Context: an optimization exercise on an open-source flow, tuned for small area. The choices shown serve that exercise and are no tape-out recipe. Only simulation tests tie the RTL to the original design; equivalence was not proved. Power is estimated from default activity; no workload was simulated.

==> flow/design.v (excerpt) <==
module SisArrayMM #(
    parameter data_size = 16,
    parameter grid_size = 3
    ) (
    input  wire clk,
    input  wire reset,
    input  wire [data_size - 1 : 0] a1,
    input  wire [data_size - 1 : 0] a2,
    input  wire [data_size - 1 : 0] a3,
    input  wire [data_size - 1 : 0] b1,
    input  wire [data_size - 1 : 0] b2,
    input  wire [data_size - 1 : 0] b3,
    output wire [data_size - 1 : 0] c13,
    output wire [data_size - 1 : 0] c23,
    output wire [data_size - 1 : 0] c31,
    output wire [data_size - 1 : 0] c32,
    output wire [data_size - 1 : 0] c33
    );
==> flow/config.mk <==
export PLATFORM = sky130hd
export DESIGN_NAME = SisArrayMM
export DESIGN_NICKNAME = SisArrayMM
export VERILOG_FILES = /design/flow/design.v
export SDC_FILE = /design/flow/constraint.sdc
export NUM_CORES = 4
export LEC_CHECK = 0
export CAP_MARGIN = 20
export CORE_MARGIN = 2
export CORE_UTILIZATION = 60
export CTS_CLUSTER_DIAMETER = 100
export CTS_CLUSTER_SIZE = 24
export SLEW_MARGIN = 20
export SYNTH_HIERARCHICAL = 1
export SYNTH_MINIMUM_KEEP_SIZE = 0
==> flow/constraint.sdc <==
create_clock -name core_clock -period 8.0 [get_ports {clk}]
set_input_delay 1.6000 -clock core_clock [delete_from_list [all_inputs] [get_ports {clk}]]
set_output_delay 1.6000 -clock core_clock [all_outputs]
set_load 0.01 [all_outputs]
standard.sh (not shown) runs the stock make flow with config.mk's settings and CLKGATE_MAP_FILE= SYNTH_SCRIPT=/design/flow/synth_recipe.tcl, a recipe that flattens the netlist after the stock synthesis.
==> flow/flow/run.sh <==
#!/bin/bash
# Layout flow: the standard ORFS flow (standard.sh), unchanged except
# that the port buffers that global placement inserts are sky130 buf_1
# cells instead of the default delay buffer (clkdlybuf4s50_1); the resizer
# still resizes them as timing and slew need.
set -uo pipefail
bash standard.sh synth > synth.log 2>&1 || exit 1
bash standard.sh "BUFFER_PORTS_ARGS=-buffer_cell sky130_fd_sc_hd__buf_1" finish > layout.log 2>&1
The baseline finished clean.
==> next run, changes <==
CORE_UTILIZATION = 75   (was 60)
Effect: Sequential power barely changes; cell area drops slightly; core utilization grows by 17 points; die area shrinks by about a fifth; clock-buffer cell count does not change; synthesized cell count is unchanged.
==> next run, changes <==
CTS_CLUSTER_DIAMETER = 80   (was 100)
CTS_CLUSTER_SIZE = 28   (was 24)
After rerunning:
- The new run finished with timing, DRC and antenna clean
- total power went up by 1.9%
- routed wire length rises by 1.0%
- sequential power hardly moves
- clock-buffer cell count grows by 2
- clock power increases by 25%
- first-iteration DRC count grows by 0.82%
==> next run, changes <==
--- a/flow/flow/run.sh
+++ b/flow/flow/run.sh
@@ -6,3 +6,3 @@
 set -uo pipefail
 bash standard.sh synth > synth.log 2>&1 || exit 1
-bash standard.sh "BUFFER_PORTS_ARGS=-buffer_cell sky130_fd_sc_hd__buf_1" finish > layout.log 2>&1
+bash standard.sh "BUFFER_PORTS_ARGS=-buffer_cell sky130_fd_sc_hd__buf_1" GPL_KEEP_OVERFLOW=0 finish > layout.log 2>&1
CTS_CLUSTER_DIAMETER = 100   (was 80)
CTS_CLUSTER_SIZE = 24   (was 28)
=> The new run failed in 5_1_grt, error GRT-0232. Area after synthesis does not change. Synthesized cell count stays the same.
==> next run, changes <==
--- a/flow/flow/run.sh
+++ b/flow/flow/run.sh
@@ -6,3 +6,3 @@
 set -uo pipefail
 bash standard.sh synth > synth.log 2>&1 || exit 1
-bash standard.sh "BUFFER_PORTS_ARGS=-buffer_cell sky130_fd_sc_hd__buf_1" GPL_KEEP_OVERFLOW=0 finish > layout.log 2>&1
+bash standard.sh "BUFFER_PORTS_ARGS=-buffer_cell sky130_fd_sc_hd__buf_1" finish > layout.log 2>&1
PLACE_DENSITY = 0.8   (was not set)
Now the flow went through all stages and came out clean.
Synthesized area is unchanged.
Synthesized cell count stays the same.
==> next run, changes <==
CORE_UTILIZATION = 78   (was 75)
PLACE_DENSITY = not set   (was 0.8)
Result: The new run produced a clean layout; flip-flop and latch count does not change; global-route usage went up by 5.9 points; first-iteration DRC count went up by a quarter to a third; non-clock buffer count went down by 8.

* * *

Setup of the previous run:
SisArrayMM again, from the RTL that the note above started with.
==> flow/config.mk <==
export PLATFORM = sky130hd
export DESIGN_NAME = SisArrayMM
export DESIGN_NICKNAME = SisArrayMM
export VERILOG_FILES = /design/flow/design.v
export SDC_FILE = /design/flow/constraint.sdc
export NUM_CORES = 4
export LEC_CHECK = 0
export CAP_MARGIN = 20
export CORE_MARGIN = 2
export CORE_UTILIZATION = 70
export CTS_CLUSTER_DIAMETER = 100
export CTS_CLUSTER_SIZE = 24
export SLEW_MARGIN = 20
export SYNTH_HIERARCHICAL = 1
export SYNTH_MINIMUM_KEEP_SIZE = 0
==> flow/constraint.sdc <==
create_clock -name core_clock -period 8.0 [get_ports {clk}]
set_input_delay 1.6000 -clock core_clock [delete_from_list [all_inputs] [get_ports {clk}]]
set_output_delay 1.6000 -clock core_clock [all_outputs]
set_load 0.01 [all_outputs]
==> flow/flow/run.sh <==
#!/bin/bash
# Layout flow: the standard ORFS flow (standard.sh), unchanged except
# that the port buffers that global placement inserts are sky130 buf_1
# cells instead of the default delay buffer (clkdlybuf4s50_1); the resizer
# still resizes them as timing and slew need.
set -uo pipefail
bash standard.sh synth > synth.log 2>&1 || exit 1
bash standard.sh "BUFFER_PORTS_ARGS=-buffer_cell sky130_fd_sc_hd__buf_1" finish > layout.log 2>&1
The previous run went all the way through the flow, and no timing, DRC or antenna check failed.
[inputs] the current run vs the previous run
diff --git a/flow/config.mk b/flow/config.mk
--- a/flow/config.mk
+++ b/flow/config.mk
@@ -8,7 +8,7 @@
 export CAP_MARGIN = 20
 export CORE_MARGIN = 2
-export CORE_UTILIZATION = 70
-export CTS_CLUSTER_DIAMETER = 100
-export CTS_CLUSTER_SIZE = 24
+export CORE_UTILIZATION = 60
+export CTS_CLUSTER_DIAMETER = 70
+export CTS_CLUSTER_SIZE = 30
 export SLEW_MARGIN = 20
 export SYNTH_HIERARCHICAL = 1
==> comparison <==
- The current run ended up with a higher width of the die than the previous run did.
- Taking the previous run as the reference point, the critical path depth of the current run rises by 3.
- Looking at final critical-path required period, the current run sits 0.18 ns lower than the previous run does.
- In the current run, worst-case register-to-register setup slack is higher than in the previous run.
- As far as post-synthesis compound-gate area fraction goes, the current run and the previous run are indistinguishable; the numbers are identical.
- Changes observed in the current run relative to the previous run: proportion of power drawn by combinational gates shows a reduction of 2.7 points, routed wire length lost 1400 um, final worst-path cycle share fell by 2.2 points.
- Looking only at total die area, and setting everything else aside, the lower value of the current run and the previous run goes to the previous run.

-- what the ideal ports hide --
No port has a modelled driver above. Below, the same layouts with a new extraction and two added sets of constraints. Step 1 (the two cells are an assumption about what drives the block):
set clk [get_ports {clk}]
set_driving_cell -lib_cell sky130_fd_sc_hd__clkbuf_16 $clk
set_driving_cell -lib_cell sky130_fd_sc_hd__buf_2 [delete_from_list [all_inputs] $clk]
Step 2 also shifts input and output timing later by t, the mid clock arrival at the registers, as if the neighbouring blocks saw the same clock. a / b / c = ideal ports / drivers / drivers and shift; a / b = the first two.
run | t (ns) | slack for setup (ns) | worst setup path after step 2
the first run of note 1 | 0.597 | 0.672 / 0.710 / 0.113 | input to register
the second run of note 1 | 0.591 | 0.205 / 0.240 / -0.351 | input to register
the third run of note 1 | 0.609 | 0.150 / 0.181 / -0.428 | input to register
the fifth run of note 1 | 0.591 | 0.205 / 0.240 / -0.351 | input to register
the sixth run of note 1 | 0.588 | 0.174 / 0.202 / -0.386 | input to register
the previous run | 0.593 | 0.561 / 0.598 / 0.005 | input to register
the current run | 0.649 | 0.737 / 0.763 / 0.113 | input to register
With both steps, setup timing fails in the second run of note 1, the third run of note 1, the fifth run of note 1 and the sixth run of note 1, where it was met with ideal ports. For the current run, which loses most, drivers alone change the setup slack by +0.026 ns; drivers and shift together by -0.624 ns.
